What follows belongs to an exercise in optimizing a design on an open flow for small area, a short achievable clock period and few clock cycles per item; a production flow would make more cautious choices. In this exercise RTL edits were held to simulation tests only and were not proved equivalent to the original.

$ cat design/flow/config.mk
export PLATFORM = sky130hd
export DESIGN_NAME = ifft_top
export DESIGN_NICKNAME = ifft_top
export VERILOG_FILES = /design/flow/design.v
export SDC_FILE = /design/flow/constraint.sdc
export NUM_CORES = 4
export LEC_CHECK = 0
export CAP_MARGIN = 80
export CORE_MARGIN = 2
export CORE_UTILIZATION = 40
export SLEW_MARGIN = 80
$ cat design/flow/run.sh
#!/bin/bash
# synth_recipe.tcl (not shown) runs the flow's synth.tcl, then flattens the netlist and writes it again
# the make line also repeats each setting of config.mk as NAME=value (left out here)
make -C /OpenROAD-flow-scripts/flow DESIGN_CONFIG=/design/flow/config.mk WORK_HOME=/design/flow/orfs CLKGATE_MAP_FILE= SYNTH_SCRIPT=/design/flow/synth_recipe.tcl finish
$ cat design/flow/design.v
module ifft_top (
    input  wire        clk,
    input  wire        rst,
    input  wire        ifft_enable,
    input  wire [15:0] in_0_real,
    input  wire [15:0] in_1_real,
    input  wire [15:0] in_2_real,
    input  wire [15:0] in_3_real,
    input  wire [15:0] in_4_real,
    input  wire [15:0] in_5_real,
    input  wire [15:0] in_6_real,
    input  wire [15:0] in_7_real,
    input  wire [15:0] in_8_real,
    input  wire [15:0] in_9_real,
    input  wire [15:0] in_10_real,
    input  wire [15:0] in_11_real,
    input  wire [15:0] in_0_imag,
    input  wire [15:0] in_1_imag,
    input  wire [15:0] in_2_imag,
    input  wire [15:0] in_3_imag,
    input  wire [15:0] in_4_imag,
    input  wire [15:0] in_5_imag,
    input  wire [15:0] in_6_imag,
    input  wire [15:0] in_7_imag,
    input  wire [15:0] in_8_imag,
    input  wire [15:0] in_9_imag,
    input  wire [15:0] in_10_imag,
    input  wire [15:0] in_11_imag,
    output wire [15:0] ifft_out_real,
    output wire [15:0] ifft_out_imag,
    output wire        finish
);
  integer i;
  reg       busy;
  reg [4:0] t;
  reg       fin;
  wire      start = ~busy & ifft_enable;
  always @(posedge clk or negedge rst) begin
    if (!rst) begin
      busy <= 1'b0;
      t    <= 5'd0;
      fin  <= 1'b0;
    end else begin
      if (start) begin
        busy <= 1'b1;
        t    <= 5'd1;
      end else if (busy) begin
        t <= t + 5'd1;
        if (t == 5'd20) busy <= 1'b0;
      end
      fin <= busy & (t >= 5'd4) & (t <= 5'd19);
    end
  end
  assign finish = fin;
  localparam M_ID = 3'd0, M_J = 3'd1, M_T1 = 3'd2, M_T3 = 3'd3,
             M_W1 = 3'd4, M_W3 = 3'd5, M_W5 = 3'd6, M_W7 = 3'd7;
  wire [2:0] modeA2_r, modeA2_i;
  wire       r0A_r, r1A_r, r2A_r, r3A_r, r2C_r, n8_r, sw4_r, n4_r, bl_r, bp3_r, jm_r, bp2_r;
  wire       n0_r, t01_r, t12_r, t23_r, hsx_r, hsy_r, byB_r, byC_r, injA_r, injC_r;
  wire [3:1] weC_r, weG_r;
  wire       r0A_i, r1A_i, r2A_i, r3A_i, r2C_i, n8_i, sw4_i, n4_i, bl_i, bp3_i, jm_i, bp2_i;
  wire       n0_i, t01_i, t12_i, t23_i, hsx_i, hsy_i, byB_i, byC_i, injA_i, injC_i;
  wire [3:1] weC_i, weG_i;
  ifft_ctl #(.IM(0)) u_cr (
    .clk(clk), .rst(rst), .start(start), .busy(busy),
    .modeA2(modeA2_r), .r0A(r0A_r), .r1A(r1A_r), .r2A(r2A_r), .r3A(r3A_r), .r2C(r2C_r),
    .weC(weC_r), .weG(weG_r), .n8(n8_r), .sw4(sw4_r), .n4(n4_r), .bl(bl_r), .bp3(bp3_r),
    .n0(n0_r), .t01(t01_r), .t12(t12_r), .t23(t23_r), .hsx(hsx_r), .hsy(hsy_r),
    .byB(byB_r), .byC(byC_r), .jm(jm_r), .bp2(bp2_r), .injA(injA_r), .injC(injC_r));
  ifft_ctl #(.IM(1)) u_ci (
    .clk(clk), .rst(rst), .start(start), .busy(busy),
    .modeA2(modeA2_i), .r0A(r0A_i), .r1A(r1A_i), .r2A(r2A_i), .r3A(r3A_i), .r2C(r2C_i),
    .weC(weC_i), .weG(weG_i), .n8(n8_i), .sw4(sw4_i), .n4(n4_i), .bl(bl_i), .bp3(bp3_i),
    .n0(n0_i), .t01(t01_i), .t12(t12_i), .t23(t23_i), .hsx(hsx_i), .hsy(hsy_i),
    .byB(byB_i), .byC(byC_i), .jm(jm_i), .bp2(bp2_i), .injA(injA_i), .injC(injC_i));
  reg [15:0] x0r, x0i, x4r, x4i, x8r, x8i;
  reg [15:0] ar[0:2], ai[0:2], br[0:2], bi[0:2], cr[0:2], ci[0:2];
  always @(posedge clk) begin
    if (!busy) begin
      x0r <= in_0_real;   x0i <= in_0_imag;
      x4r <= in_4_real;   x4i <= in_4_imag;
      x8r <= in_8_real;   x8i <= in_8_imag;
      ar[0] <= in_1_real;  ai[0] <= in_1_imag;
      ar[1] <= in_3_real;  ai[1] <= in_3_imag;
      ar[2] <= in_2_real;  ai[2] <= in_2_imag;
      br[0] <= in_5_real;  bi[0] <= in_5_imag;
      br[1] <= in_7_real;  bi[1] <= in_7_imag;
      br[2] <= in_6_real;  bi[2] <= in_6_imag;
      cr[0] <= in_9_real;  ci[0] <= in_9_imag;
      cr[1] <= in_11_real; ci[1] <= in_11_imag;
      cr[2] <= in_10_real; ci[2] <= in_10_imag;
    end else begin
      for (i = 0; i < 3; i = i + 1) begin
        ar[i] <= ar[(i+1)%3]; ai[i] <= ai[(i+1)%3];
        br[i] <= br[(i+1)%3]; bi[i] <= bi[(i+1)%3];
        cr[i] <= cr[(i+1)%3]; ci[i] <= ci[(i+1)%3];
      end
      if (injA_r) ar[2] <= gv_r;
      if (injA_i) ai[2] <= gv_i;
      if (injC_r) cr[0] <= gv_r;
      if (injC_i) ci[0] <= gv_i;
    end
  end
  wire        subA_r = r1A_r | r3A_r, subA_i = r1A_i | r3A_i;
  wire [15:0] uopr = r3A_r ? {ar[2][14:0], 1'b0} : ar[0] & {16{~r2A_r}};
  wire [15:0] uopi = r3A_i ? {ai[2][14:0], 1'b0} : ai[0] & {16{~r2A_i}};
  wire [15:0] wopr = (cr[0] ^ {16{subA_r}}) & {16{~r2A_r}};
  wire [15:0] wopi = (ci[0] ^ {16{subA_i}}) & {16{~r2A_i}};
  wire [15:0] vopr = (br[0] ^ {16{r0A_r}}) & {16{r0A_r | r2A_r}};
  wire [15:0] vopi = (bi[0] ^ {16{r0A_i}}) & {16{r0A_i | r2A_i}};
  wire [15:0] pre_r, pre_i;
  ifft_add3 #(16) u_prr (uopr, wopr, vopr, r0A_r, subA_r, pre_r);
  ifft_add3 #(16) u_pri (uopi, wopi, vopi, r0A_i, subA_i, pre_i);
  reg  [15:0] PBr, PBi;
  always @(posedge clk) begin
    PBr <= pre_r;
    PBi <= pre_i;
  end
  reg [4:0]  cre, cim;
  reg        hs_r, hs_i;
  always @(*) begin
    case (modeA2_r)
      M_W1:    begin cre = 5'b00_11_0; hs_r = 1'b0; end
      M_W3:    begin cre = 5'b11_00_0; hs_r = 1'b0; end
      M_W5:    begin cre = 5'b11_01_1; hs_r = 1'b0; end
      M_W7:    begin cre = 5'b01_11_1; hs_r = 1'b0; end
      M_T1:    begin cre = 5'b00_11_0; hs_r = 1'b1; end
      default: begin cre = 5'b01_11_1; hs_r = 1'b1; end  
    endcase
    case (modeA2_i)
      M_W1:    begin cim = 5'b10_00_0; hs_i = 1'b0; end
      M_W3:    begin cim = 5'b00_10_0; hs_i = 1'b0; end
      M_W5:    begin cim = 5'b00_11_1; hs_i = 1'b0; end
      M_W7:    begin cim = 5'b11_00_1; hs_i = 1'b0; end
      M_T1:    begin cim = 5'b10_00_0; hs_i = 1'b1; end
      default: begin cim = 5'b00_11_1; hs_i = 1'b1; end  
    endcase
  end
  wire byA2_r = (modeA2_r == M_ID) | (modeA2_r == M_J), jA2_r = (modeA2_r == M_J);
  wire byA2_i = (modeA2_i == M_ID) | (modeA2_i == M_J), jA2_i = (modeA2_i == M_J);
  reg [15:0] XRr, YRr, XRi, YRi;
  reg        zcr, zyr, zci, zyi;
  reg [3:0]  kreB, kimB, kreC, kimC;    
  always @(posedge clk) begin
    XRr <= byA2_r ? (jA2_r ? -PBi : PBr) : (cre[4] ? PBi : PBr) ^ {16{cre[3]}};
    YRr <= (cre[2] ? PBi : PBr) ^ {16{cre[1]}};
    zcr <= cre[0];
    zyr <= (modeA2_r == M_W5);
    XRi <= byA2_i ? (jA2_i ? PBr : PBi) : (cim[4] ? PBi : PBr) ^ {16{cim[3]}};
    YRi <= (cim[2] ? PBi : PBr) ^ {16{cim[1]}};
    zci <= cim[0];
    zyi <= (modeA2_i == M_W5) | (modeA2_i == M_T3);
    kreB <= {hs_r, cre[3], cre[1], cre[0]}; kimB <= {hs_i, cim[3], cim[1], cim[0]};
    kreC <= kreB; kimC <= kimB;
  end
  wire [25:0] s_re, c_re, s_im, c_im;
  wire [15:0] ZRr = (zyr ? YRr : XRr) & {16{zcr}};
  wire [15:0] ZRi = (zyi ? YRi : XRi) & {16{zci}};
  ifft_tw_comp u_re (.x(XRr), .y(YRr), .z(ZRr), .hx(hsx_r), .hy(hsy_r), .s(s_re), .c(c_re));
  ifft_tw_comp u_im (.x(XRi), .y(YRi), .z(ZRi), .hx(hsx_i), .hy(hsy_i), .s(s_im), .c(c_im));
  reg  [25:0] SRr, CRr, SRi, CRi;
  always @(posedge clk) begin
    SRr <= byB_r ? {XRr, 10'd0} : s_re;  CRr <= byB_r ? 26'd0 : c_re;
    SRi <= byB_i ? {XRi, 10'd0} : s_im;  CRi <= byB_i ? 26'd0 : c_im;
  end
  reg  [25:0] kpr, kpi;
  always @(*) begin
    case ({byC_r, kreC})
      5'd0: kpr = 26'h08e00d1;
      5'd1: kpr = 26'h08e00d2;
      5'd2: kpr = 26'h08e0258;
      5'd3: kpr = 26'h08e0259;
      5'd4: kpr = 26'h08e0483;
      5'd5: kpr = 26'h08e0484;
      5'd6: kpr = 26'h08e060a;
      5'd7: kpr = 26'h08e060b;
      5'd8: kpr = 26'h3bf816c;
      5'd9: kpr = 26'h3bf816d;
      5'd10: kpr = 26'h3bf8440;
      5'd11: kpr = 26'h3bf8441;
      5'd12: kpr = 26'h3bf8440;
      5'd13: kpr = 26'h3bf8441;
      5'd14: kpr = 26'h3bf8714;
      5'd15: kpr = 26'h3bf8715;
      5'd16: kpr = 26'h0000000;
      5'd17: kpr = 26'h0000000;
      5'd18: kpr = 26'h0000000;
      5'd19: kpr = 26'h0000000;
      5'd20: kpr = 26'h0000000;
      5'd21: kpr = 26'h0000000;
      5'd22: kpr = 26'h0000000;
      5'd23: kpr = 26'h0000000;
      5'd24: kpr = 26'h0000000;
      5'd25: kpr = 26'h0000000;
      5'd26: kpr = 26'h0000000;
      5'd27: kpr = 26'h0000000;
      5'd28: kpr = 26'h0000000;
      5'd29: kpr = 26'h0000000;
      5'd30: kpr = 26'h0000000;
      5'd31: kpr = 26'h0000000;
    endcase
  end
  always @(*) begin
    case ({byC_i, kimC})
      5'd0: kpi = 26'h08e00d1;
      5'd1: kpi = 26'h08e00d2;
      5'd2: kpi = 26'h08e0258;
      5'd3: kpi = 26'h08e0259;
      5'd4: kpi = 26'h08e0483;
      5'd5: kpi = 26'h08e0484;
      5'd6: kpi = 26'h08e060a;
      5'd7: kpi = 26'h08e060b;
      5'd8: kpi = 26'h3bf816c;
      5'd9: kpi = 26'h3bf816d;
      5'd10: kpi = 26'h3bf8440;
      5'd11: kpi = 26'h3bf8441;
      5'd12: kpi = 26'h3bf8440;
      5'd13: kpi = 26'h3bf8441;
      5'd14: kpi = 26'h3bf8714;
      5'd15: kpi = 26'h3bf8715;
      5'd16: kpi = 26'h0000000;
      5'd17: kpi = 26'h0000000;
      5'd18: kpi = 26'h0000000;
      5'd19: kpi = 26'h0000000;
      5'd20: kpi = 26'h0000000;
      5'd21: kpi = 26'h0000000;
      5'd22: kpi = 26'h0000000;
      5'd23: kpi = 26'h0000000;
      5'd24: kpi = 26'h0000000;
      5'd25: kpi = 26'h0000000;
      5'd26: kpi = 26'h0000000;
      5'd27: kpi = 26'h0000000;
      5'd28: kpi = 26'h0000000;
      5'd29: kpi = 26'h0000000;
      5'd30: kpi = 26'h0000000;
      5'd31: kpi = 26'h0000000;
    endcase
  end
  wire [15:0] zsr = r2C_r ? ar[0] : 16'd0, zsi = r2C_i ? ai[0] : 16'd0;
  wire [25:0] psum_r, psum_i;
  ifft_add4 #(26) u_psr (SRr, CRr, kpr, {zsr, 10'd0}, 1'b0, 1'b0, psum_r);
  ifft_add4 #(26) u_psi (SRi, CRi, kpi, {zsi, 10'd0}, 1'b0, 1'b0, psum_i);
  wire [15:0] gv_r = psum_r[25:10], gv_i = psum_i[25:10];
  wire [15:0] q0v_r, q0v_i;
  ifft_add3 #(16) u_q0r (ar[0], br[0], cr[0], 1'b0, 1'b0, q0v_r);
  ifft_add3 #(16) u_q0i (ai[0], bi[0], ci[0], 1'b0, 1'b0, q0v_i);
  wire [15:0] gar = jm_r ? ~ai[2] : x0r;
  wire [15:0] gai = jm_i ?  ar[2] : x0i;
  wire [15:0] gbr = jm_r ? ~ci[2] : x8r ^ {16{n8_r}};
  wire [15:0] gbi = jm_i ?  cr[2] : x8i ^ {16{n8_i}};
  wire [15:0] gcr = jm_r ?  bi[2] : (sw4_r ? x4i : x4r) ^ {16{n4_r}};
  wire [15:0] gci = jm_i ? ~br[2] : (sw4_i ? x4r : x4i) ^ {16{n4_i}};
  wire [15:0] g0v_r, g0v_i;
  ifft_add3 #(16) u_g0r (gar, gbr, gcr, n8_r | jm_r, n4_r | jm_r, g0v_r);
  ifft_add3 #(16) u_g0i (gai, gbi, gci, n8_i, n4_i | jm_i, g0v_i);
  reg  [15:0] G0r, G0i;
  always @(posedge clk) begin
    G0r <= g0v_r; G0i <= g0v_i;
  end
  reg [15:0] s1r, s1i, s2r, s2i, s3r, s3i;
  reg [15:0] g0r, g0i, g1r, g1i, g2r, g2i, g3r, g3i;
  always @(posedge clk) begin
    if (weG_r[1] | weC_r[1]) s1r <= weG_r[1] ? q0v_r : gv_r;
    if (weG_i[1] | weC_i[1]) s1i <= weG_i[1] ? q0v_i : gv_i;
    if (weG_r[2] | weC_r[2]) s2r <= weG_r[2] ? G0r : gv_r;
    if (weG_i[2] | weC_i[2]) s2i <= weG_i[2] ? G0i : gv_i;
    if (weG_r[3] | weC_r[3]) s3r <= weG_r[3] ? q0v_r : gv_r;
    if (weG_i[3] | weC_i[3]) s3i <= weG_i[3] ? q0v_i : gv_i;
    if (bl_r) begin
      g0r <= G0r; g1r <= s1r; g2r <= bp2_r ? q0v_r : s2r; g3r <= bp3_r ? gv_r : s3r;
    end else if (t12_r) begin
      g1r <= g1i; g2r <= ~g2r; g3r <= ~g3i;
    end else if (t01_r | t23_r) begin
      g1r <= ~g1r; g3r <= ~g3r;
    end
    if (bl_i) begin
      g0i <= G0i; g1i <= s1i; g2i <= bp2_i ? q0v_i : s2i; g3i <= bp3_i ? gv_i : s3i;
    end else if (t12_i) begin
      g1i <= ~g1r; g2i <= ~g2i; g3i <= g3r;
    end else if (t01_i | t23_i) begin
      g1i <= ~g1i; g3i <= ~g3i;
    end
  end
  wire [15:0] o_r, o_i;
  ifft_add4 #(16) u_or (g0r, g2r, g1r, g3r, n0_r, n0_r, o_r);
  ifft_add4 #(16) u_oi (g0i, g2i, g1i, g3i, n0_i, n0_i, o_i);
  reg  [15:0] OR, OI;
  always @(posedge clk) begin
    OR <= o_r; OI <= o_i;
  end
  assign ifft_out_real = OR;
  assign ifft_out_imag = OI;
endmodule
module ifft_tw_comp (
    input  wire [15:0] x,
    input  wire [15:0] y,
    input  wire [15:0] z,
    input  wire        hx,       
    input  wire        hy,       
    output wire [25:0] s,
    output wire [25:0] c
);
  function [25:0] t(input [15:0] v, input integer k);
    t = {10'd0, ~v[15], v[14:0]} << k;
  endfunction
  wire [15:0] nx = ~x, ny = ~y;
  wire [15:0] xg = hx ? x : 16'd0;
  wire [15:0] yg = hy ? ny : 16'd0;
  wire [25:0] o0  = t(x, 10);
  wire [25:0] o1  = t(nx, 6);
  wire [25:0] o5  = t(y, 9);
  wire [25:0] o10 = t(z, 0);
  wire [25:0] o2  = hx ? t(nx, 8) : t(nx, 4);
  wire [25:0] o3  = hx ? t(x, 4)  : t(x, 1);
  wire [25:0] o4  = t(xg, 2);
  wire [25:0] o6  = hy ? t(y, 8)  : t(ny, 7);
  wire [25:0] o7  = hy ? t(ny, 5) : t(y, 3);
  wire [25:0] o8  = hy ? t(ny, 3) : t(ny, 0);
  wire [25:0] o9  = t(yg, 2);
  wire [25:0] a1, b1, a2, b2;
  ifft_csa l0a (o0, o1, o5, a1, b1);
  ifft_csa l0b (a1, b1, o10, a2, b2);
  wire [25:0] s1a, c1a, s1b, c1b, s1c, c1c;
  ifft_csa l1a (o2, o3, o4, s1a, c1a);
  ifft_csa l1b (o6, o7, o8, s1b, c1b);
  ifft_csa l1c (o9, a2, b2, s1c, c1c);
  wire [25:0] s2a, c2a, s2b, c2b;
  ifft_csa l2a (s1a, c1a, s1b, s2a, c2a);
  ifft_csa l2b (c1b, s1c, c1c, s2b, c2b);
  wire [25:0] s3, c3;
  ifft_csa l3 (s2a, c2a, s2b, s3, c3);
  ifft_csa l4 (s3, c3, c2b, s, c);
endmodule
module ifft_add3 #(parameter W = 16) (
    input  wire [W-1:0] a,
    input  wire [W-1:0] b,
    input  wire [W-1:0] d,
    input  wire         ci1,
    input  wire         ci2,
    output wire [W-1:0] y
);
  wire [W-1:0] s = a ^ b ^ d;
  wire [W-1:0] m = (a & b) | (a & d) | (b & d);
  assign y = s + {m[W-2:0], ci1} + {{(W-1){1'b0}}, ci2};
endmodule
module ifft_add4 #(parameter W = 16) (
    input  wire [W-1:0] a,
    input  wire [W-1:0] b,
    input  wire [W-1:0] d,
    input  wire [W-1:0] e,
    input  wire         ci1,
    input  wire         ci2,
    output wire [W-1:0] y
);
  wire [W-1:0] s1 = a ^ b ^ d;
  wire [W-1:0] m1 = (a & b) | (a & d) | (b & d);
  wire [W-1:0] c1 = {m1[W-2:0], ci1};
  wire [W-1:0] s2 = s1 ^ c1 ^ e;
  wire [W-1:0] m2 = (s1 & c1) | (s1 & e) | (c1 & e);
  assign y = s2 + {m2[W-2:0], ci2};
endmodule
module ifft_csa (
    input  wire [25:0] a,
    input  wire [25:0] b,
    input  wire [25:0] d,
    output wire [25:0] s,
    output wire [25:0] c
);
  assign s = a ^ b ^ d;
  wire [25:0] m = (a & b) | (a & d) | (b & d);
  assign c = {m[24:0], 1'b0};
endmodule
module ifft_ctl #(parameter IM = 0) (
    input  wire       clk,
    input  wire       rst,
    input  wire       start,
    input  wire       busy,
    output reg  [2:0] modeA2,      
    output reg        r0A, r1A, r2A, r3A,    
    output reg        r2C,         
    output reg  [3:1] weC,         
    output reg  [3:1] weG,         
    output reg        n8, sw4, n4,  
    output reg        bl, bp3,     
    output reg        n0, t01, t12, t23,      
    output reg        hsx, hsy,    
    output reg        byB, byC,    
    output reg        jm,          
    output reg        bp2,         
    output reg        injA, injC   
);
  localparam M_ID = 3'd0, M_J = 3'd1, M_T1 = 3'd2, M_T3 = 3'd3,
             M_W1 = 3'd4, M_W3 = 3'd5, M_W5 = 3'd6, M_W7 = 3'd7;
  reg [4:0] tc;
  always @(posedge clk or negedge rst) begin
    if (!rst)       tc <= 5'd0;
    else if (start) tc <= 5'd1;
    else if (busy)  tc <= tc + 5'd1;
  end
  wire [4:0] tp = busy ? tc : 5'd0;
  reg [2:0] modeN;
  always @(*) begin
    case (tp)
      5'd0:  modeN = M_T1; 5'd1:  modeN = M_T3;
      5'd2:  modeN = M_T1; 5'd3:  modeN = M_W1; 5'd4:  modeN = M_W3;
      5'd5:  modeN = M_T3; 5'd6:  modeN = M_W5; 5'd7:  modeN = M_W7;
      5'd9:  modeN = M_J;  5'd10: modeN = M_T1; 5'd11: modeN = M_T3;
      default: modeN = M_ID;
    endcase
  end
  wire [1:0] kn = tp[1:0] + 2'd1;           
  reg  [2:0] modeA;
  reg        r2B1, r2B2, hq, ia1, sw1;
  reg  [3:1] weB1, weB2;
  always @(posedge clk) begin
    modeA  <= modeN;
    modeA2 <= modeA;
    r0A  <= (tp <= 5'd1);
    r1A  <= (tp >= 5'd2)  & (tp <= 5'd4);
    r2A  <= (tp >= 5'd5)  & (tp <= 5'd7);
    r3A  <= (tp >= 5'd9)  & (tp <= 5'd11);
    r2B1 <= (tp >= 5'd6)  & (tp <= 5'd8);
    r2B2 <= r2B1;
    r2C  <= r2B2;
    weB1[1] <= (tp == 5'd1) | (tp == 5'd7) | (tp == 5'd11);
    weB1[2] <= (tp == 5'd6) | (tp == 5'd10);
    weB1[3] <= (tp == 5'd2) | (tp == 5'd8) | (tp == 5'd12);
    weB2 <= weB1;
    weC  <= weB2;
    weG[1] <= (tp == 5'd0);
    weG[2] <= (tp == 5'd4);
    weG[3] <= (tp == 5'd1);
    jm   <= (tp == 5'd3);
    n8   <= (tp == 5'd9) | (tp == 5'd13);
    sw1  <= (tp == 5'd8) | (tp == 5'd12);
    sw4  <= sw1;
    n4   <= (tp == 5'd5) | (tp == (IM ? 5'd13 : 5'd9));
    bl   <= (tp == 5'd2) | (tp == 5'd6) | (tp == 5'd10) | (tp == 5'd14);
    bp3  <= (tp == 5'd10) | (tp == 5'd14);
    bp2  <= (tp == 5'd2);
    ia1  <= (tp >= 5'd4) & (tp <= 5'd6);
    injA <= ia1;
    injC <= (tp >= 5'd8) & (tp <= 5'd10);
    n0   <= (kn != 2'd0);
    t01  <= (kn == 2'd0);
    t12  <= (kn == 2'd1);
    t23  <= (kn == 2'd2);
    hsx  <= (modeA2 == M_T1) | (modeA2 == M_T3);
    hq   <= (modeA == M_T1) | (modeA == M_T3);
    hsy  <= hq;
    byB  <= (modeA2 == M_ID) | (modeA2 == M_J);
    byC  <= byB;
  end
endmodule
$ cat design/flow/constraint.sdc
create_clock -name core_clock -period 13.6 [get_ports {clk}]
set_input_delay 2.7200 -clock core_clock [delete_from_list [all_inputs] [get_ports {clk}]]
set_output_delay 2.7200 -clock core_clock [all_outputs]
set_load 0.01 [all_outputs]
==> metrics.csv, run 1 <==
metric;value;unit
max-slew violation count;0;
per-cell routed wire length;24.0;µm
drt pass-1 iters;5;
Layout Nets;7620;
final critical-path required period;4910;ps
DRT antenna net count;0;
CTS Buf Count;111;
Compound-Gate Fraction of Synth Area;0.105;
Synth Area per Inst;10.4;µm²
sum of negative setup slack;0;ps
Crit Path Max Fanout;32;
first-pass GRT wire length;302000;µm
CTS tree;done;
Gate Count Post-Synth;5945;
DRC Markers;0;
Syn. warnings;16;
clk sinks;1009;
die width;397;µm
Post-synth EDFFs;320;
Final Wtd Congestion;0.971;
Primary FF master, synth;dfxtp_1;
FF/Latch Area;23900;µm²
Yosys top cell area share;0.218;
setup violators final;0;
sequential-to-total area share from yosys stat;0.380;
pin count of the biggest net entering global routing;55;
Arr. time, crit path;5580;ps
Setup Fix Bufs, Post-CTS;0;
core area;154000;µm²
CTS Root Cell;clkbuf_16;
Post-Synth XOR/XNOR Area;0.0386;
violation count after the first detailed-route iteration;4055;
fin worst setup slack;8690;ps
H-Tree Depth;3;
post-DR vias/cell;5.32;
post-DP HPWL;169000;µm
Min Hold Slack;322;ps
DP Cell Count;8346;
row cnt;144;
pre-CTS worst setup slack;8670;ps
post-synthesis adder-cell area fraction;0.223;
die outline height;397;µm
Post-synth top cells;inv_1, dfxtp_1, fa_1;
Final Routed Wirelength;206000;µm
CP Cell Sequence;buf_6, nor2_4, buf_2, buf_2, xnor2_1, nand2b_1, fa_1, inv_1, ha_1, nor2b_1, o21ai_1, a21boi_2, o211ai_1, a21oi_2, a2111oi_4, clkdlybuf4s50_1, clkdlybuf4s50_1, o311ai_1, a21oi_1, xnor2_1;
Clk Latency, worst-skew pair;780;ps
share of layout cells above drive strength 1;0.215;
Post-Layout Cell Count;8578;
initial antenna violation count;30;
multi-input logic area;37500;µm²
synthesis-to-finish area growth;25.1;%
status;no timing/DRC/antenna violations;
RSZ-0062 raised after global routing;no;
CP required;14280;ps
count leader, synth;inv_1;
worst hold path type;reg -> reg;
Post-CTS Resized;0;
CP max stage delay;580;ps
Fill cells;13700;
Netlist Area Pre-Place;61700;µm²
Die Area;158000;µm²
port bufs;419;
# IOs;420;
crit start category;register;
Initial Util;0.402;
Max Cap Viol;0;
Setup CP Type;reg -> reg;
delay-heaviest family, CP;buffers and inverters;
Max Root-Sink Buffers;3;
vias in the first global route;46100;
distinct cell type count after synthesis;81;
async set-or-reset flop fraction in the synthesized netlist;0.0168;
WP buf/inv;6;
CTS clk-pin slew, worst paths;70;ps
CP max-delay cell;clkdlybuf4s50_1;
Hold Buf Count CTS;0;
fmax;204;MHz
#FFs+latches synth;1009;
Fin. Hold Viols;0;
via count;45600;
main area contributors after synthesis;dfxtp_1, fa_1, edfxtp_1;
grt ovf;0;
largest family of logic cells by synthesized area;adder cells;
Worst Setup End Kind;register;
post-synthesis mux area share;0.0982;
Overall Global Routing Usage;0.258;
simple-gate share of the synthesized area;0.0949;
largest area contributor in the netlist;dfxtp_1;
Final period util;0.361;
Worst Skew;86.1;ps
through the flow:
| stage | area, µm² | utilization |
|---|---|---|
| 2_1_floorplan | 61800 | - |
| 3_3_place_gp | 67800 | 0.441 |
| 6_report | 77300 | 0.503 |
| 4_1_cts | 76400 | 0.497 |
| 3_5_place_dp | 72600 | 0.472 |
| 5_1_grt | 77200 | 0.503 |
worst paths after layout:
check / start / end / slack (ps) / cells past startpoint
worst max-delay path: u_ci.r3A$_DFF_P_ / PBi[15]$_DFF_P_ / 8690 / 20
worst min-delay path: u_ci.r2B2$_DFF_P_ / u_ci.r2C$_DFF_P_ / 320 / 0
worst max register to register: u_ci.r3A$_DFF_P_ / PBi[15]$_DFF_P_ / 8690 / 20
worst min register to register: u_ci.r2B2$_DFF_P_ / u_ci.r2C$_DFF_P_ / 320 / 0
max in group asynchronous: rst / u_ci.tc[0]$_DFFE_PN0P_ / 11550 / 1
min in group asynchronous: rst / u_cr.tc[3]$_DFFE_PN0P_ / 1780 / 1
per-layer routing:
metal / GRT usage / up-vias / wire [µm]
li1: - / 21000 / -
met1: 0.339 / 22600 / 84600
met2: 0.428 / 1668 / 98000
met3: 0.0488 / 332 / 15800
met4: 0.0860 / 14 / 7130
met5: 0 / - / 81
layout by cell type (no fill, tap or decap), types with 92 or more instances in the layout:
cell type / instances
clkdlybuf4s50_1: 425
mux2i_1: 188
nor2b_1: 151
edfxtp_1: 320
fa_1: 491
dfxtp_1: 438
inv_1: 677
o21ai_1: 99
clkbuf_16: 114
a21oi_1: 284
o21ai_0: 261
nor2_1: 291
nand2_1: 412
mux2_2: 333
ha_1: 288
dfxtp_2: 197
xnor2_1: 92
sequential cells by signal, indices dropped and copies added (netlist names), 24 cells and up:
| name | flops |
|---|---|
| cr | 48 |
| ai | 48 |
| ci | 48 |
| CRi | 24 |
| CRr | 24 |
| SRr | 26 |
| bi | 48 |
| SRi | 26 |
| br | 48 |
| ar | 48 |
worst register-to-register path, stage by stage (launching register included):
cell,delay (ps)
dfxtp_1,310
buf_6,180
nor2_4,160
buf_2,200
buf_2,230
xnor2_1,140
nand2b_1,90
fa_1,500
inv_1,80
ha_1,300
nor2b_1,130
o21ai_1,190
a21boi_2,120
o211ai_1,240
a21oi_2,130
a2111oi_4,350
clkdlybuf4s50_1,580
clkdlybuf4s50_1,520
o311ai_1,110
a21oi_1,180
xnor2_1,140
final cells by class:
type / count / share of cell area
antenna: 6 / 0.000194
tap: 2044 / 0.0331
clock inverter: 60 / 0.00862
inverter: 687 / 0.0338
timing repair buffer: 663 / 0.0883
multi-input combinational: 3958 / 0.486
clock buffer: 151 / 0.0408
sequential: 1009 / 0.309
logic make-up (layout without fill, tap and decap cells):
logic type      after synthesis  after routing
simple gates               1248           1248
compound gates             1067           1067
flops                      1009           1009
buf+inv                     981           1561
fa+ha+maj                   803            803
mux                         564            564
xor+xnor                    272            272
other cells                   1             10
Testbench counts, summed over its fixed seeds: cycles 10,752, items 512.
==> run 2, diff against run 1 <==
--- a/design/flow/design.v
+++ b/design/flow/design.v
@@ -48,5 +48,5 @@
         t <= t + 5'd1;
-        if (t == 5'd20) busy <= 1'b0;
+        if (t == 5'd21) busy <= 1'b0;
       end
-      fin <= busy & (t >= 5'd4) & (t <= 5'd19);
+      fin <= busy & (t >= 5'd5) & (t <= 5'd20);
     end
@@ -57,6 +57,6 @@
   wire [2:0] modeA2_r, modeA2_i;
-  wire       r0A_r, r1A_r, r2A_r, r3A_r, r2C_r, n8_r, sw4_r, n4_r, bl_r, bp3_r, jm_r, bp2_r;
+  wire       r0A_r, r1A_r, r2A_r, r3A_r, r2C_r, n8_r, sw4_r, n4_r, bl_r, bp3_r;
   wire       n0_r, t01_r, t12_r, t23_r, hsx_r, hsy_r, byB_r, byC_r, injA_r, injC_r;
   wire [3:1] weC_r, weG_r;
-  wire       r0A_i, r1A_i, r2A_i, r3A_i, r2C_i, n8_i, sw4_i, n4_i, bl_i, bp3_i, jm_i, bp2_i;
+  wire       r0A_i, r1A_i, r2A_i, r3A_i, r2C_i, n8_i, sw4_i, n4_i, bl_i, bp3_i;
   wire       n0_i, t01_i, t12_i, t23_i, hsx_i, hsy_i, byB_i, byC_i, injA_i, injC_i;
@@ -68,3 +68,3 @@
     .n0(n0_r), .t01(t01_r), .t12(t12_r), .t23(t23_r), .hsx(hsx_r), .hsy(hsy_r),
-    .byB(byB_r), .byC(byC_r), .jm(jm_r), .bp2(bp2_r), .injA(injA_r), .injC(injC_r));
+    .byB(byB_r), .byC(byC_r), .injA(injA_r), .injC(injC_r));
   ifft_ctl #(.IM(1)) u_ci (
@@ -74,3 +74,3 @@
     .n0(n0_i), .t01(t01_i), .t12(t12_i), .t23(t23_i), .hsx(hsx_i), .hsy(hsy_i),
-    .byB(byB_i), .byC(byC_i), .jm(jm_i), .bp2(bp2_i), .injA(injA_i), .injC(injC_i));
+    .byB(byB_i), .byC(byC_i), .injA(injA_i), .injC(injC_i));
   reg [15:0] x0r, x0i, x4r, x4i, x8r, x8i;
@@ -83,10 +83,10 @@
       ar[0] <= in_1_real;  ai[0] <= in_1_imag;
-      ar[1] <= in_3_real;  ai[1] <= in_3_imag;
-      ar[2] <= in_2_real;  ai[2] <= in_2_imag;
+      ar[1] <= in_2_real;  ai[1] <= in_2_imag;
+      ar[2] <= in_3_real;  ai[2] <= in_3_imag;
       br[0] <= in_5_real;  bi[0] <= in_5_imag;
-      br[1] <= in_7_real;  bi[1] <= in_7_imag;
-      br[2] <= in_6_real;  bi[2] <= in_6_imag;
+      br[1] <= in_6_real;  bi[1] <= in_6_imag;
+      br[2] <= in_7_real;  bi[2] <= in_7_imag;
       cr[0] <= in_9_real;  ci[0] <= in_9_imag;
-      cr[1] <= in_11_real; ci[1] <= in_11_imag;
-      cr[2] <= in_10_real; ci[2] <= in_10_imag;
+      cr[1] <= in_10_real; ci[1] <= in_10_imag;
+      cr[2] <= in_11_real; ci[2] <= in_11_imag;
     end else begin
@@ -246,11 +246,8 @@
   ifft_add3 #(16) u_q0i (ai[0], bi[0], ci[0], 1'b0, 1'b0, q0v_i);
-  wire [15:0] gar = jm_r ? ~ai[2] : x0r;
-  wire [15:0] gai = jm_i ?  ar[2] : x0i;
-  wire [15:0] gbr = jm_r ? ~ci[2] : x8r ^ {16{n8_r}};
-  wire [15:0] gbi = jm_i ?  cr[2] : x8i ^ {16{n8_i}};
-  wire [15:0] gcr = jm_r ?  bi[2] : (sw4_r ? x4i : x4r) ^ {16{n4_r}};
-  wire [15:0] gci = jm_i ? ~br[2] : (sw4_i ? x4r : x4i) ^ {16{n4_i}};
+  wire [15:0] gbr = x8r ^ {16{n8_r}}, gbi = x8i ^ {16{n8_i}};
+  wire [15:0] gcr = (sw4_r ? x4i : x4r) ^ {16{n4_r}};
+  wire [15:0] gci = (sw4_i ? x4r : x4i) ^ {16{n4_i}};
   wire [15:0] g0v_r, g0v_i;
-  ifft_add3 #(16) u_g0r (gar, gbr, gcr, n8_r | jm_r, n4_r | jm_r, g0v_r);
-  ifft_add3 #(16) u_g0i (gai, gbi, gci, n8_i, n4_i | jm_i, g0v_i);
+  ifft_add3 #(16) u_g0r (x0r, gbr, gcr, n8_r, n4_r, g0v_r);
+  ifft_add3 #(16) u_g0i (x0i, gbi, gci, n8_i, n4_i, g0v_i);
   reg  [15:0] G0r, G0i;
@@ -264,4 +261,4 @@
     if (weG_i[1] | weC_i[1]) s1i <= weG_i[1] ? q0v_i : gv_i;
-    if (weG_r[2] | weC_r[2]) s2r <= weG_r[2] ? G0r : gv_r;
-    if (weG_i[2] | weC_i[2]) s2i <= weG_i[2] ? G0i : gv_i;
+    if (weG_r[2] | weC_r[2]) s2r <= weG_r[2] ? q0v_r : gv_r;
+    if (weG_i[2] | weC_i[2]) s2i <= weG_i[2] ? q0v_i : gv_i;
     if (weG_r[3] | weC_r[3]) s3r <= weG_r[3] ? q0v_r : gv_r;
@@ -269,3 +266,3 @@
     if (bl_r) begin
-      g0r <= G0r; g1r <= s1r; g2r <= bp2_r ? q0v_r : s2r; g3r <= bp3_r ? gv_r : s3r;
+      g0r <= G0r; g1r <= s1r; g2r <= s2r; g3r <= bp3_r ? gv_r : s3r;
     end else if (t12_r) begin
@@ -276,3 +273,3 @@
     if (bl_i) begin
-      g0i <= G0i; g1i <= s1i; g2i <= bp2_i ? q0v_i : s2i; g3i <= bp3_i ? gv_i : s3i;
+      g0i <= G0i; g1i <= s1i; g2i <= s2i; g3i <= bp3_i ? gv_i : s3i;
     end else if (t12_i) begin
@@ -387,4 +384,2 @@
     output reg        byB, byC,    
-    output reg        jm,          
-    output reg        bp2,         
     output reg        injA, injC   
@@ -403,6 +398,6 @@
     case (tp)
-      5'd0:  modeN = M_T1; 5'd1:  modeN = M_T3;
-      5'd2:  modeN = M_T1; 5'd3:  modeN = M_W1; 5'd4:  modeN = M_W3;
-      5'd5:  modeN = M_T3; 5'd6:  modeN = M_W5; 5'd7:  modeN = M_W7;
-      5'd9:  modeN = M_J;  5'd10: modeN = M_T1; 5'd11: modeN = M_T3;
+      5'd0:  modeN = M_T1; 5'd1:  modeN = M_J;  5'd2:  modeN = M_T3;
+      5'd3:  modeN = M_W1; 5'd4:  modeN = M_T1; 5'd5:  modeN = M_W3;
+      5'd6:  modeN = M_W5; 5'd7:  modeN = M_T3; 5'd8:  modeN = M_W7;
+      5'd10: modeN = M_T1; 5'd11: modeN = M_J;  5'd12: modeN = M_T3;
       default: modeN = M_ID;
@@ -410,3 +405,3 @@
   end
-  wire [1:0] kn = tp[1:0] + 2'd1;           
+  wire [1:0] kn = tp[1:0];                  
   reg  [2:0] modeA;
@@ -417,7 +412,7 @@
     modeA2 <= modeA;
-    r0A  <= (tp <= 5'd1);
-    r1A  <= (tp >= 5'd2)  & (tp <= 5'd4);
-    r2A  <= (tp >= 5'd5)  & (tp <= 5'd7);
-    r3A  <= (tp >= 5'd9)  & (tp <= 5'd11);
-    r2B1 <= (tp >= 5'd6)  & (tp <= 5'd8);
+    r0A  <= (tp <= 5'd2);
+    r1A  <= (tp >= 5'd3)  & (tp <= 5'd5);
+    r2A  <= (tp >= 5'd6)  & (tp <= 5'd8);
+    r3A  <= (tp >= 5'd10) & (tp <= 5'd12);
+    r2B1 <= (tp >= 5'd7)  & (tp <= 5'd9);
     r2B2 <= r2B1;
@@ -425,4 +420,4 @@
     weB1[1] <= (tp == 5'd1) | (tp == 5'd7) | (tp == 5'd11);
-    weB1[2] <= (tp == 5'd6) | (tp == 5'd10);
-    weB1[3] <= (tp == 5'd2) | (tp == 5'd8) | (tp == 5'd12);
+    weB1[2] <= (tp == 5'd2) | (tp == 5'd8) | (tp == 5'd12);
+    weB1[3] <= (tp == 5'd3) | (tp == 5'd9) | (tp == 5'd13);
     weB2 <= weB1;
@@ -430,15 +425,13 @@
     weG[1] <= (tp == 5'd0);
-    weG[2] <= (tp == 5'd4);
-    weG[3] <= (tp == 5'd1);
-    jm   <= (tp == 5'd3);
-    n8   <= (tp == 5'd9) | (tp == 5'd13);
-    sw1  <= (tp == 5'd8) | (tp == 5'd12);
+    weG[2] <= (tp == 5'd1);
+    weG[3] <= (tp == 5'd2);
+    n8   <= (tp == 5'd10) | (tp == 5'd14);
+    sw1  <= (tp == 5'd9)  | (tp == 5'd13);
     sw4  <= sw1;
-    n4   <= (tp == 5'd5) | (tp == (IM ? 5'd13 : 5'd9));
-    bl   <= (tp == 5'd2) | (tp == 5'd6) | (tp == 5'd10) | (tp == 5'd14);
-    bp3  <= (tp == 5'd10) | (tp == 5'd14);
-    bp2  <= (tp == 5'd2);
-    ia1  <= (tp >= 5'd4) & (tp <= 5'd6);
+    n4   <= (tp == 5'd6)  | (tp == (IM ? 5'd14 : 5'd10));
+    bl   <= (tp == 5'd3) | (tp == 5'd7) | (tp == 5'd11) | (tp == 5'd15);
+    bp3  <= (tp == 5'd11) | (tp == 5'd15);
+    ia1  <= (tp >= 5'd5) & (tp <= 5'd7);
     injA <= ia1;
-    injC <= (tp >= 5'd8) & (tp <= 5'd10);
+    injC <= (tp >= 5'd9) & (tp <= 5'd11);
     n0   <= (kn != 2'd0);
--- a/design/flow/config.mk
+++ b/design/flow/config.mk
@@ -7,5 +7,5 @@
 export LEC_CHECK = 0
-export CAP_MARGIN = 80
+export CAP_MARGIN = 20
 export CORE_MARGIN = 2
 export CORE_UTILIZATION = 40
-export SLEW_MARGIN = 80
+export SLEW_MARGIN = 20
==> metrics.csv, run 2 <==
metric;value;unit
H-Tree Depth;3;
sequential-to-total area share from yosys stat;0.384;
Die Area;156000;µm²
via count;42900;
FF/Latch Area;23400;µm²
Hold Buf Count CTS;0;
Syn. warnings;16;
pin count of the biggest net entering global routing;96;
Post-synth top cells;inv_1, dfxtp_1, fa_1;
Worst Setup End Kind;register;
#FFs+latches synth;1005;
share of layout cells above drive strength 1;0.0983;
clk sinks;1005;
Rel. slew slack;0.195;
CP Cell Sequence;buf_4, nor2b_1, mux2i_1, fa_1, fa_1, inv_1, fa_1, a21o_1, a21oi_1, nor2b_1, o21ai_0, a211o_1, a21boi_0, o41a_1, xor2_1;
Overall Global Routing Usage;0.232;
CP required;14220;ps
CP most frequent cell;fa_1;
setup violators final;0;
main area contributors after synthesis;dfxtp_1, fa_1, edfxtp_1;
core area;152000;µm²
row cnt;143;
Clk Latency, worst-skew pair;780;ps
initial antenna violation count;2;
crit start category;register;
Post-CTS Resized;0;
M1 WL;80700;µm
max-slew violation count;0;
max layer used;met5;
distinct cell type count after synthesis;78;
RSZ-0062 raised after global routing;no;
Yosys top cell area share;0.219;
Post-synth EDFFs;320;
DRT antenna net count;0;
grt ovf;0;
first-pass GRT wire length;273000;µm
Final period util;0.355;
largest area contributor in the netlist;dfxtp_1;
per-cell routed wire length;22.1;µm
worst-margin pin slew;1190;ps
WL met3;12000;µm
worst hold path type;reg -> reg;
CTS Root Cell;clkbuf_16;
status;no timing/DRC/antenna violations;
vias in the first global route;43400;
# IOs;420;
violation count after the first detailed-route iteration;3306;
Min Hold Slack;314;ps
port bufs;419;
Arr. time, crit path;5450;ps
most frequent cells in the layout;inv_1, dfxtp_1, fa_1;
CTS Buf Count;110;
Final Routed Wirelength;183000;µm
final core utilization;0.468;
Fin. Hold Viols;0;
CTS clk-pin slew, worst paths;60;ps
CP max stage delay;860;ps
Max Root-Sink Buffers;3;
sum of negative setup slack;0;ps
Layout Nets;7345;
Post-Layout Cell Count;8265;
async set-or-reset flop fraction in the synthesized netlist;0.0169;
commonest non-fill, non-tap cell in the layout;inv_1;
die outline height;394;µm
Fill cells;14300;
met2 WL;83700;µm
Setup Fix Bufs, Post-CTS;0;
Netlist Area Pre-Place;61000;µm²
post-DP HPWL;144000;µm
Setup CP Type;reg -> reg;
CTS tree;done;
drt pass-1 iters;6;
Max Cap Viol;0;
Primary FF master, synth;dfxtp_1;
CP max-delay cell;nor2b_1;
Initial Util;0.402;
Crit Path Max Fanout;33;
Gate Count Post-Synth;5850;
fmax;207;MHz
final critical-path required period;4830;ps
Worst Skew;121;ps
Final Wtd Congestion;0.954;
multi-input logic area;34000;µm²
Synth Area per Inst;10.4;µm²
DRC Markers;0;
synthesis-to-finish area growth;16.3;%
DP Cell Count;8062;
post-DR vias/cell;5.19;
count leader, synth;inv_1;
die width;394;µm
[run 2: cell families after synthesis]
group / share of synthesized area
and+or+nand+nor: 0.0940
AOI/OAI and AO/OA: 0.105
DFF: 0.384
buffers and inverters: 0.0590
adders and majority gates: 0.228
muxes: 0.0895
xor gates and xnor gates: 0.0411
other: 0.0000615
[run 2: worst paths after layout]
check	from	end	slack, ps	depth (start not counted)
max	u_cr.r2A$_DFF_P_	PBr[14]$_DFF_P_	8770	15
min	u_cr.weB1[3]$_DFF_P_	u_cr.weB2[3]$_DFF_P_	310	0
max reg2reg	u_cr.r2A$_DFF_P_	PBr[14]$_DFF_P_	8770	15
min reg2reg	u_cr.weB1[3]$_DFF_P_	u_cr.weB2[3]$_DFF_P_	310	0
max in group asynchronous	rst	busy$_DFF_PN0_	10360	1
min in group asynchronous	rst	t[0]$_DFFE_PN0P_	2500	1
[run 2: area by class of cell]
cell class                 instances  area share
timing repair buffer             461      0.0636
tap                             2030      0.0358
clock inverter                    53     0.00991
antenna                            2   0.0000706
clock buffer                     148      0.0451
multi-input combinational       3890       0.480
sequential                      1005       0.330
inverter                         676      0.0358
[run 2: routing by layer]
layer,vias to the layer above,GRT usage
li1,20200,-
met1,21000,0.315
met2,1463,0.372
met3,272,0.0411
met4,2,0.0793
met5,-,0
[run 2: per-stage QoR]
stage | setup WS (ps) | area (µm²)
floorplan | 9340 | 61000
global placement | 8910 | 67000
detailed placement | 8840 | 67000
CTS | 8790 | 70900
global route | 8500 | 70900
finish | 8770 | 70900
[run 2: critical path, delay by kind of cell, from the launching register on]
| family | cells | cell delay [ps] |
|---|---|---|
| simple gates | 2 | 930 |
| compound gates | 6 | 1410 |
| xor+xnor | 1 | 140 |
| buf+inv | 2 | 360 |
| mux | 1 | 250 |
| fa+ha+maj | 3 | 1280 |
| flops | 1 | 300 |
Testbench counts of run 2, summed over its fixed seeds: cycles 11,264, items 512.
==> run 3, diff against run 2 <==
--- a/design/flow/config.mk
+++ b/design/flow/config.mk
@@ -7,5 +7,5 @@
 export LEC_CHECK = 0
-export CAP_MARGIN = 20
+export CAP_MARGIN = 80
 export CORE_MARGIN = 2
 export CORE_UTILIZATION = 40
-export SLEW_MARGIN = 20
+export SLEW_MARGIN = 80
==> metrics.csv, run 3 <==
metric;value;unit
final critical-path required period;4920;ps
Max Root-Sink Buffers;3;
vias in the first global route;44700;
violation count after the first detailed-route iteration;3441;
Die Area;156000;µm²
Setup CP Type;reg -> reg;
largest area contributor in the netlist;dfxtp_1;
fmax;203;MHz
simple-gate share of the synthesized area;0.0940;
Post-Synth XOR/XNOR Area;0.0411;
Max Cap Viol;0;
die outline height;394;µm
Worst Setup End Kind;register;
Compound-Gate Fraction of Synth Area;0.105;
CTS tree;done;
DP Cell Count;8197;
Final Routed Wirelength;186000;µm
Post-Layout Cell Count;8423;
worst hold path type;reg -> reg;
Crit Path Max Fanout;3;
post-DR vias/cell;5.20;
Overall Global Routing Usage;0.236;
post-DP HPWL;149000;µm
flop-to-flop setup slack;8680;ps
final core utilization;0.496;
async set-or-reset flop fraction in the synthesized netlist;0.0169;
Final period util;0.362;
Layout Nets;7498;
share of layout cells above drive strength 1;0.196;
Worst path depth;17;
Syn. warnings;16;
Yosys top cell area share;0.219;
largest family of logic cells by synthesized area;adder cells;
crit start category;register;
count leader, synth;inv_1;
row cnt;143;
Worst Skew;84.7;ps
#FFs+latches synth;1005;
Arr. time, crit path;5430;ps
Worst Setup SP;bi[0][0]$_DFF_P_;
drt pass-1 iters;5;
max-slew violation count;0;
Netlist Area Pre-Place;61000;µm²
Worst Reg-to-Reg Cells;17;
commonest non-fill, non-tap cell in the layout;inv_1;
distinct cell type count after synthesis;78;
WP buf/inv;6;
Post-synth top cells;inv_1, dfxtp_1, fa_1;
Post-synth EDFFs;320;
CTS Buf Count;109;
pin count of the biggest net entering global routing;56;
Clk Latency, worst-skew pair;770;ps
sequential-to-total area share from yosys stat;0.384;
delay-heaviest family, CP;buffers and inverters;
most frequent cells in the layout;inv_1, fa_1, dfxtp_1;
CP max stage delay;570;ps
CP Cell Sequence;inv_1, fa_1, inv_1, ha_1, inv_1, fa_1, nor2b_1, o21a_1, o21ai_2, a2111oi_4, clkdlybuf4s50_1, clkdlybuf4s50_1, o211ai_1, clkdlybuf4s50_1, a21boi_1, xnor2_2, mux2i_1;
final std cell area, no fill;75300;µm²
Setup Fix Bufs, Post-CTS;0;
main area contributors after synthesis;dfxtp_1, fa_1, edfxtp_1;
RSZ-0062 raised after global routing;no;
grt ovf;0;
CTS Root Cell;clkbuf_16;
core area;152000;µm²
setup violators final;0;
sum of negative setup slack;0;ps
per-cell routed wire length;22.1;µm
FF-to-FF End;s2i[13]$_DFFE_PP_;
CTS clk-pin slew, worst paths;60;ps
DRC Markers;0;
initial antenna violation count;6;
Crit Reg-Reg Startpoint;bi[0][0]$_DFF_P_;
# IOs;420;
post-synthesis adder-cell area fraction;0.228;
via count;43800;
placed inst area;70700;µm²
Initial Util;0.402;
Fin. Hold Viols;0;
Gate Count Post-Synth;5850;
CP max-delay cell;clkdlybuf4s50_1;
status;no timing/DRC/antenna violations;
DRT antenna net count;0;
synthesis-to-finish area growth;23.4;%
first-pass GRT wire length;279000;µm
CP required;14100;ps
Synth Area per Inst;10.4;µm²
clk sinks;1005;
post-synthesis mux area share;0.0895;
Post-CTS Resized;0;
critical path endpoint;s2i[13]$_DFFE_PP_;
die width;394;µm
port bufs;419;
Hold Buf Count CTS;0;
Fill cells;13800;
Primary FF master, synth;dfxtp_1;
H-Tree Depth;3;
Final Wtd Congestion;0.954;
-- run 3: worst min-delay path by stage --
stage / slack, ps / cells past startpoint / to / startpoint
finish: 320 / 0 / u_cr.weB2[2]$_DFF_P_ / u_cr.weB1[2]$_DFF_P_
global route: 330 / 0 / u_cr.weB2[1]$_DFF_P_ / u_cr.weB1[1]$_DFF_P_
CTS: 320 / 0 / u_cr.modeA2[0]$_DFF_P_ / u_cr.modeA[0]$_SDFF_PP0_
detailed placement: 310 / 0 / u_cr.r2C$_DFF_P_ / u_cr.r2B2$_DFF_P_
global placement: 310 / 0 / u_cr.injA$_DFF_P_ / u_cr.ia1$_DFF_P_
floorplan: 310 / 0 / u_ci.hsy$_DFF_P_ / u_ci.hq$_DFF_P_
-- run 3: cell families after synthesis --
group / after synthesis
muxes: 504
adders and majority gates: 814
AOI/OAI and AO/OA: 1055
xor gates and xnor gates: 286
other: 1
DFF: 1005
buffers and inverters: 958
and+or+nand+nor: 1227
-- run 3: metal layers --
layer,vias to the layer above,global-route usage,share of wire,wire [µm]
met5,-,0,0.000086,16
met4,2,0.0917,0.040,7370
met3,284,0.0439,0.067,12400
met2,1442,0.378,0.46,85300
met1,21600,0.317,0.44,81200
li1,20500,-,-,-
-- run 3: layout make-up --
type | count | area [µm²] | area share
Antenna cell | 2 | 5.00 | 0.0000665
Tap cell | 2030 | 2540 | 0.0337
Timing Repair Buffer | 615 | 6430 | 0.0854
Inverter | 676 | 2570 | 0.0342
Multi-Input combinational cell | 3890 | 36200 | 0.481
Clock inverter | 49 | 556 | 0.00738
Clock buffer | 156 | 3200 | 0.0425
Sequential cell | 1005 | 23800 | 0.316
-- run 3: stage by stage --
| step | setup WS, ps | hold slack [ps] |
|---|---|---|
| final | 8680 | 319 |
| after global routing | 8490 | 330 |
| after CTS | 8880 | 324 |
| after floorplan | 9340 | 310 |
| after detailed placement | 8930 | 312 |
| after global placement | 8910 | 310 |
==> run 4, diff against run 3 <==
--- a/design/flow/design.v
+++ b/design/flow/design.v
@@ -56,21 +56,20 @@
              M_W1 = 3'd4, M_W3 = 3'd5, M_W5 = 3'd6, M_W7 = 3'd7;
-  wire [2:0] modeA2_r, modeA2_i;
-  wire       r0A_r, r1A_r, r2A_r, r3A_r, r2C_r, n8_r, sw4_r, n4_r, bl_r, bp3_r;
-  wire       n0_r, t01_r, t12_r, t23_r, hsx_r, hsy_r, byB_r, byC_r, injA_r, injC_r;
+  wire [2:0] modeA2_r;
+  wire       r0A_r, r1A_r, r2A_r, r3A_r, r2C_r, n8_r, sw4_r, n4_r, n4_i, bl_r, bp3_r;
+  wire       n0_r, t01_r, t12_r, t23_r, hsx_r, hsy_r, byB_r, byC_r, injA, injC;
+  wire       hsx_i, hsy_i;
   wire [3:1] weC_r, weG_r;
-  wire       r0A_i, r1A_i, r2A_i, r3A_i, r2C_i, n8_i, sw4_i, n4_i, bl_i, bp3_i;
-  wire       n0_i, t01_i, t12_i, t23_i, hsx_i, hsy_i, byB_i, byC_i, injA_i, injC_i;
-  wire [3:1] weC_i, weG_i;
-  ifft_ctl #(.IM(0)) u_cr (
+  ifft_ctl u_ctl (
     .clk(clk), .rst(rst), .start(start), .busy(busy),
     .modeA2(modeA2_r), .r0A(r0A_r), .r1A(r1A_r), .r2A(r2A_r), .r3A(r3A_r), .r2C(r2C_r),
-    .weC(weC_r), .weG(weG_r), .n8(n8_r), .sw4(sw4_r), .n4(n4_r), .bl(bl_r), .bp3(bp3_r),
-    .n0(n0_r), .t01(t01_r), .t12(t12_r), .t23(t23_r), .hsx(hsx_r), .hsy(hsy_r),
-    .byB(byB_r), .byC(byC_r), .injA(injA_r), .injC(injC_r));
-  ifft_ctl #(.IM(1)) u_ci (
-    .clk(clk), .rst(rst), .start(start), .busy(busy),
-    .modeA2(modeA2_i), .r0A(r0A_i), .r1A(r1A_i), .r2A(r2A_i), .r3A(r3A_i), .r2C(r2C_i),
-    .weC(weC_i), .weG(weG_i), .n8(n8_i), .sw4(sw4_i), .n4(n4_i), .bl(bl_i), .bp3(bp3_i),
-    .n0(n0_i), .t01(t01_i), .t12(t12_i), .t23(t23_i), .hsx(hsx_i), .hsy(hsy_i),
-    .byB(byB_i), .byC(byC_i), .injA(injA_i), .injC(injC_i));
+    .weC(weC_r), .weG(weG_r), .n8(n8_r), .sw4(sw4_r), .n4r(n4_r), .n4i(n4_i), .bl(bl_r),
+    .bp3(bp3_r), .n0(n0_r), .t01(t01_r), .t12(t12_r), .t23(t23_r), .hsx(hsx_r),
+    .hsy(hsy_r), .hsx2(hsx_i), .hsy2(hsy_i), .byB(byB_r), .byC(byC_r), 
+    .injA(injA), .injC(injC));
+  wire [2:0] modeA2_i = modeA2_r;
+  wire       r0A_i = r0A_r, r1A_i = r1A_r, r2A_i = r2A_r, r3A_i = r3A_r, r2C_i = r2C_r;
+  wire       n8_i = n8_r, sw4_i = sw4_r, bl_i = bl_r, bp3_i = bp3_r;
+  wire       n0_i = n0_r, t01_i = t01_r, t12_i = t12_r, t23_i = t23_r;
+  wire       byB_i = byB_r, byC_i = byC_r;
+  wire [3:1] weC_i = weC_r, weG_i = weG_r;
   reg [15:0] x0r, x0i, x4r, x4i, x8r, x8i;
@@ -97,6 +96,4 @@
       end
-      if (injA_r) ar[2] <= gv_r;
-      if (injA_i) ai[2] <= gv_i;
-      if (injC_r) cr[0] <= gv_r;
-      if (injC_i) ci[0] <= gv_i;
+      if (injA) begin ar[2] <= gv_r; ai[2] <= gv_i; end
+      if (injC) begin cr[0] <= gv_r; ci[0] <= gv_i; end
     end
@@ -369,3 +366,3 @@
 endmodule
-module ifft_ctl #(parameter IM = 0) (
+module ifft_ctl (
     input  wire       clk,
@@ -379,6 +376,6 @@
     output reg  [3:1] weG,         
-    output reg        n8, sw4, n4,  
+    output reg        n8, sw4, n4r, n4i,  
     output reg        bl, bp3,     
     output reg        n0, t01, t12, t23,      
-    output reg        hsx, hsy,    
+    output reg        hsx, hsy, hsx2, hsy2,   
     output reg        byB, byC,    
@@ -407,3 +404,3 @@
   reg  [2:0] modeA;
-  reg        r2B1, r2B2, hq, ia1, sw1;
+  reg        r2B1, r2B2, hq, hq2;
   reg  [3:1] weB1, weB2;
@@ -428,9 +425,8 @@
     n8   <= (tp == 5'd10) | (tp == 5'd14);
-    sw1  <= (tp == 5'd9)  | (tp == 5'd13);
-    sw4  <= sw1;
-    n4   <= (tp == 5'd6)  | (tp == (IM ? 5'd14 : 5'd10));
+    sw4  <= (tp == 5'd10) | (tp == 5'd14);
+    n4r  <= (tp == 5'd6)  | (tp == 5'd10);
+    n4i  <= (tp == 5'd6)  | (tp == 5'd14);
     bl   <= (tp == 5'd3) | (tp == 5'd7) | (tp == 5'd11) | (tp == 5'd15);
     bp3  <= (tp == 5'd11) | (tp == 5'd15);
-    ia1  <= (tp >= 5'd5) & (tp <= 5'd7);
-    injA <= ia1;
+    injA <= (tp >= 5'd6) & (tp <= 5'd8);
     injC <= (tp >= 5'd9) & (tp <= 5'd11);
@@ -443,2 +439,5 @@
     hsy  <= hq;
+    hsx2 <= (tp == 5'd2) | (tp == 5'd4) | (tp == 5'd6) | (tp == 5'd9) | (tp == 5'd12) | (tp == 5'd14);
+    hq2  <= (tp == 5'd1) | (tp == 5'd3) | (tp == 5'd5) | (tp == 5'd8) | (tp == 5'd11) | (tp == 5'd13);
+    hsy2 <= hq2;
     byB  <= (modeA2 == M_ID) | (modeA2 == M_J);
--- a/design/flow/config.mk
+++ b/design/flow/config.mk
@@ -7,5 +7,5 @@
 export LEC_CHECK = 0
-export CAP_MARGIN = 80
+export CAP_MARGIN = 20
 export CORE_MARGIN = 2
 export CORE_UTILIZATION = 40
-export SLEW_MARGIN = 80
+export SLEW_MARGIN = 20
==> metrics.csv, run 4 <==
metric;value;unit
Initial Util;0.404;
DRC Markers;0;
initial antenna violation count;17;
Max Cap Viol;0;
Setup Fix Bufs, Post-CTS;0;
Die Area;148000;µm²
crit start category;register;
Netlist Area Pre-Place;58100;µm²
flop-to-flop setup slack;8140;ps
worst-margin pin slew;1260;ps
count leader, synth;inv_1;
first-pass GRT wire length;266000;µm
fmax;183;MHz
Post-synth EDFFs;320;
core area;144000;µm²
share of layout cells above drive strength 1;0.102;
commonest non-fill, non-tap cell in the layout;inv_1;
most frequent cells in the layout;inv_1, dfxtp_1, fa_1;
#FFs+latches synth;955;
post-synthesis adder-cell area fraction;0.239;
Max Root-Sink Buffers;3;
pin count of the biggest net entering global routing;167;
RSZ-0062 raised after global routing;no;
Post-Synth XOR/XNOR Area;0.0463;
CTS tree;done;
drt pass-1 iters;5;
largest family of logic cells by synthesized area;adder cells;
Fin. Hold Viols;0;
CTS Root Cell;clkbuf_16;
vias in the first global route;40000;
CP required;14050;ps
grt ovf;0;
setup violators final;0;
post-synthesis mux area share;0.0954;
largest area contributor in the netlist;dfxtp_1;
Setup CP Type;reg -> reg;
DRT antenna net count;0;
# IOs;420;
status;no timing/DRC/antenna violations;
Synth Area per Inst;10.7;µm²
H-Tree Depth;3;
Post-Layout Cell Count;7767;
Final Routed Wirelength;182000;µm
clk sinks;955;
worst hold path type;reg -> reg;
CTS clk-pin slew, worst paths;60;ps
post-DR vias/cell;5.20;
Layout Nets;6968;
CP Cell Sequence;nand2_1, fa_1, inv_1, ha_1, a21o_1, a221oi_1, o21ba_2, o221a_2, o211ai_1, a21oi_1, o21bai_1, xnor2_1, o21ai_0;
die outline height;385;µm
die width;385;µm
main area contributors after synthesis;dfxtp_1, fa_1, edfxtp_1;
violation count after the first detailed-route iteration;3401;
port bufs;419;
DP Cell Count;7565;
Fill cells;13400;
Post-synth top cells;inv_1, dfxtp_1, fa_1;
final std cell area, no fill;67800;µm²
per-cell routed wire length;23.4;µm
sum of negative setup slack;0;ps
Final period util;0.401;
Worst Setup End Kind;register;
row cnt;139;
final critical-path required period;5460;ps
Compound-Gate Fraction of Synth Area;0.0868;
Gate Count Post-Synth;5440;
Overall Global Routing Usage;0.245;
synthesis-to-finish area growth;16.7;%
CP max-delay cell;dfxtp_1;
via count;40400;
Arr. time, crit path;5900;ps
Clk Latency, worst-skew pair;750;ps
fin worst setup slack;8140;ps
post-DP HPWL;144000;µm
async set-or-reset flop fraction in the synthesized netlist;0.0126;
Primary FF master, synth;dfxtp_1;
pre-CTS worst setup slack;8310;ps
Worst Skew;51.7;ps
multi-input logic area;32400;µm²
Crit Path Max Fanout;17;
final core utilization;0.471;
CTS Buf Count;107;
placed inst area;64200;µm²
max-slew violation count;0;
Post-CTS Resized;0;
Syn. warnings;15;
Hold Buf Count CTS;0;
sequential-to-total area share from yosys stat;0.385;
Final Wtd Congestion;0.956;
Rel. slew slack;0.151;
simple-gate share of the synthesized area;0.0895;
FF/Latch Area;22400;µm²
Yosys top cell area share;0.215;
Min Hold Slack;326;ps
distinct cell type count after synthesis;74;
CP max stage delay;950;ps
run 4: cell types whose count changed after synthesis, sizes merged, moves of 13 or more:
cell,delta
o21ai,-81
nor2b,-21
clkbuf,-43
buf,+13
and3,-13
nand2,-31
xor2,+14
nand3,-24
mux2i,+16
a21oi,-30
inv,-34
a211oi,-15
dfxtp,-45
run 4: critical path: cells and delay by family, from the launching register on:
kind                       cells  cell delay (ps)
AOI/OAI and AO/OA              8             2050
xor gates and xnor gates       1              920
adders and majority gates      2              960
buffers and inverters          1               40
DFF                            1              950
and+or+nand+nor                1              220
run 4: per-layer routing:
| layer | part of all wire | track usage | vias to the layer above | routed length [µm] |
|---|---|---|---|---|
| met5 | 0.00029 | 0 | - | 53 |
| met4 | 0.029 | 0.0740 | 8 | 5290 |
| met3 | 0.075 | 0.0477 | 224 | 13700 |
| met2 | 0.45 | 0.380 | 1397 | 81600 |
| met1 | 0.45 | 0.345 | 20000 | 81300 |
| li1 | - | - | 18800 | - |
run 4: final cells by class:
type | count | area share
inverter | 639 | 0.0354
clock buffer | 146 | 0.0447
tap | 1903 | 0.0351
sequential | 955 | 0.331
antenna | 2 | 0.0000739
multi-input combinational | 3597 | 0.478
timing repair buffer | 471 | 0.0678
clock inverter | 54 | 0.00801
run 4: final timing paths:
kind / startpoint / cells past startpoint / to
max: u_ctl.r2C$_DFF_P_ / 13 / g3i[14]$_DFFE_PP_
min reg2reg: u_ctl.r2B2$_DFF_P_ / 0 / u_ctl.r2C$_DFF_P_
min: u_ctl.r2B2$_DFF_P_ / 0 / u_ctl.r2C$_DFF_P_
min in group asynchronous: rst / 1 / fin$_DFF_PN0_
max reg2reg: u_ctl.r2C$_DFF_P_ / 13 / g3i[14]$_DFFE_PP_
max in group asynchronous: rst / 1 / busy$_DFF_PN0_
run 4: cell families (layout without fill, tap and decap cells):
logic type	Yosys count	count (layout)
AO/OA/AOI/OAI	851	851
XOR/XNOR	307	307
adder cells (fa/ha/maj)	810	810
buffers and inverters	891	1310
flip-flops	955	955
multiplexers	513	513
other	1	6
AND/OR/NAND/NOR	1112	1112
Testbench counts of run 4, summed over its fixed seeds: cycles 11,264, items 512.

static timing again, ports no longer ideal:
In the flow no input, the clock included, has a driving cell. The finished layouts below were timed again as built, in two steps.
Step 1: set_driving_cell puts a clkbuf_16 on clk and a buf_2 on each other input, an assumption about the parent block.
Step 2 also shifts input and output timing later by t, the mid clock arrival at the registers, as if the neighbouring blocks saw the same clock.
a / b / c = no drivers / after step 1 / after step 2; a / b = the first two.
run	shift t [ns]	setup WS [ns]	worst data-port slew with drivers (ns)
run 1	0.816	8.694 / 8.694 / 8.694	0.14
run 2	0.802	8.772 / 8.772 / 8.772	0.11
run 3	0.815	8.678 / 8.678 / 8.678	0.10
run 4	0.796	8.142 / 8.142 / 8.142	0.16
After both steps every run listed still meets setup and hold.
